Context: an optimization exercise on an open-source flow, tuned for small area. The choices shown serve that exercise and are no tape-out recipe. Function was checked by simulation only, so behaviour that the tests miss may differ from the original. Power figures rest on the tool's default switching activity, not on a simulated workload.

// top_mem_ctrl
module top_mem_ctrl
  (
    input wire HCLK,
    input wire HRESETn,
    input wire [31:0] HADDR,
    input wire [2:0] HBURST,
    input wire [3:0] HPROT,
    input wire [2:0] HSIZE,
    input wire [1:0] HTRANS,
    input wire [31:0] HWDATA,
    input wire HWRITE,
    input wire HREADYIN,
    input wire HSEL,
    output wire [31:0] HRDATA,
    output wire HRESP,
    output wire HREADYOUT,
    input wire [31:0] MEM_RDATA,
    output wire [31:0] MEM_WDATA,
    output wire [11:0] MEM_ADDR,
    output wire [1:0] MEM_BA,
    output wire MEM_CKE,
    output wire MEM_CSn,
    output wire MEM_RASn,
    output wire MEM_CASn,
    output wire MEM_WEn,
    output wire [3:0] MEM_DQM
  );
Size in the first run: about 840 cells after synthesis, roughly 290 flip-flops, ~200 I/O pins, ~13000 um2 of cells after synthesis.
export LEC_CHECK = 0
export CAP_MARGIN = 20
export CORE_MARGIN = 2
export CORE_UTILIZATION = 40
export SLEW_MARGIN = 20
create_clock -name core_clock -period 10.0 [get_ports {HCLK}]
run.sh (not shown) runs the stock make flow with config.mk's settings and CLKGATE_MAP_FILE= SYNTH_SCRIPT=/design/flow/synth_recipe.tcl, a recipe that flattens the netlist after the stock synthesis.
The baseline finished clean.
Then changed:
--- a/flow/design.v
+++ b/flow/design.v
@@ -65,15 +65,14 @@
   reg [5:0]   next_state;
   reg [11:0]  cnt;           
   reg         busyn;         
   reg         next_busyn;
   reg         valid;         
   reg [11:0]  line_a;        
   reg [255:0] line_d;        
-  reg [2:0]   offset_q;      
   wire enable = HSEL & HREADYIN;
   wire [12:0] diff = {1'b0, HADDR[11:0]} - {1'b0, line_a};
   wire hit = (diff[12:3] == 10'd0);
   wire ro_init = cnt[11] & cnt[8] & cnt[7] & cnt[6] & cnt[2];            
   wire ro_3    = cnt[1] & cnt[0];                                        
   wire ro_750  = cnt[9] & cnt[7] & cnt[6] & cnt[5] & cnt[3] & cnt[2] & cnt[1];  
   reg counting;
@@ -155,27 +154,43 @@
       cnt   <= counting ? cnt + 12'd1 : 12'd0;
       if (state == R_WAIT1) begin
         valid  <= 1'b1;
         line_a <= HADDR[11:0];
       end
     end
   end
+  reg shift_q, hold_q;
+  wire shift_next = (next_state >= R_WAIT1) && (next_state <= R_WAIT8);
   always @(posedge HCLK) begin
-    if (state == R_WAIT1) line_d[ 31:  0] <= MEM_RDATA;
-    if (state == R_WAIT2) line_d[ 63: 32] <= MEM_RDATA;
-    if (state == R_WAIT3) line_d[ 95: 64] <= MEM_RDATA;
-    if (state == R_WAIT4) line_d[127: 96] <= MEM_RDATA;
-    if (state == R_WAIT5) line_d[159:128] <= MEM_RDATA;
-    if (state == R_WAIT6) line_d[191:160] <= MEM_RDATA;
-    if (state == R_WAIT7) line_d[223:192] <= MEM_RDATA;
-    if (state == R_WAIT8) line_d[255:224] <= MEM_RDATA;
-    offset_q <= (state == R_CHECK_HIT) ? diff[2:0] : 3'd0;
-  end
-  wire relay = (state == R_RELAY_DATA) & valid;
-  assign HRDATA    = relay ? line_d[offset_q*32 +: 32] : 32'd0;
+    shift_q <= shift_next;
+    hold_q  <= ~shift_next;
+  end
+  wire [255:0] line_in = {MEM_RDATA, line_d[255:32]};
+  always @(posedge HCLK)
+    line_d <= ({256{shift_q}} & line_in) | ({256{hold_q}} & line_d);
+  reg [7:0] sel_q;
+  wire [7:0] hit_sel = (8'd1 << diff[2:0]);
+  always @(posedge HCLK or negedge HRESETn) begin
+    if (!HRESETn)
+      sel_q <= 8'd0;
+    else if (state == R_CHECK_HIT)
+      sel_q <= (hit & valid) ? hit_sel : 8'd0;
+    else if (state == R_PRE_C)
+      sel_q <= 8'd1;
+    else
+      sel_q <= 8'd0;
+  end
+  reg [31:0] rdata;
+  integer k;
+  always @* begin
+    rdata = 32'd0;
+    for (k = 0; k < 8; k = k + 1)
+      rdata = rdata | ({32{sel_q[k]}} & line_d[k*32 +: 32]);
+  end
+  assign HRDATA    = rdata;
   assign HRESP     = 1'b0;
   assign HREADYOUT = busyn;
   assign MEM_WDATA = HWDATA;
   assign MEM_BA    = HADDR[13:12];
   assign MEM_ADDR  = mode ? 12'h213 : (addr_sel ? HADDR[11:0] : 12'd0);
   assign MEM_CKE   = cke;
   assign MEM_CSn   = 1'b0;
Result: The changed run went through all stages and came out clean. Clock-buffer cell count came out higher by 16. Power rises by 53%. Routed wire length rose by 14%. Global-route usage climbs by 1.6 points. Worst hold slack stays flat. Combinational power climbs by 110%. Design area fell by 3.0%. Final cell count grows by 22%. Worst setup slack gets better by 780 ps. First-iteration DRC count rose by 17%. Register-to-register slack loses 20 ps. Die area falls by 2.9%.

re-timing with driven ports:
The flow's constraints put no driver on any port. The routed layouts listed below were extracted and timed again, unchanged, in two steps.
Step 1 (the two cells are an assumption about what drives the block):
set clk [get_ports {HCLK}]
set_driving_cell -lib_cell sky130_fd_sc_hd__clkbuf_16 $clk
set_driving_cell -lib_cell sky130_fd_sc_hd__buf_2 [delete_from_list [all_inputs] $clk]
Step 2 moves the port delays by t, midway between the first and last clock arrival at a register: inputs arrive t later, outputs are due t later. That takes back most of the time a late clock gives input paths.
Three values: ideal, step 1, step 2; two values: the first two.
run	t, ns	setup WS [ns]	worst register clock-pin slew, ns	cell pins on the clock port's net
the first run	0.604	3.722 / 3.671 / 4.275	0.06 / 0.06	1
the second run	0.555	4.500 / 4.451 / 4.756	0.06 / 0.06	1
After both steps every run listed still meets setup and hold.
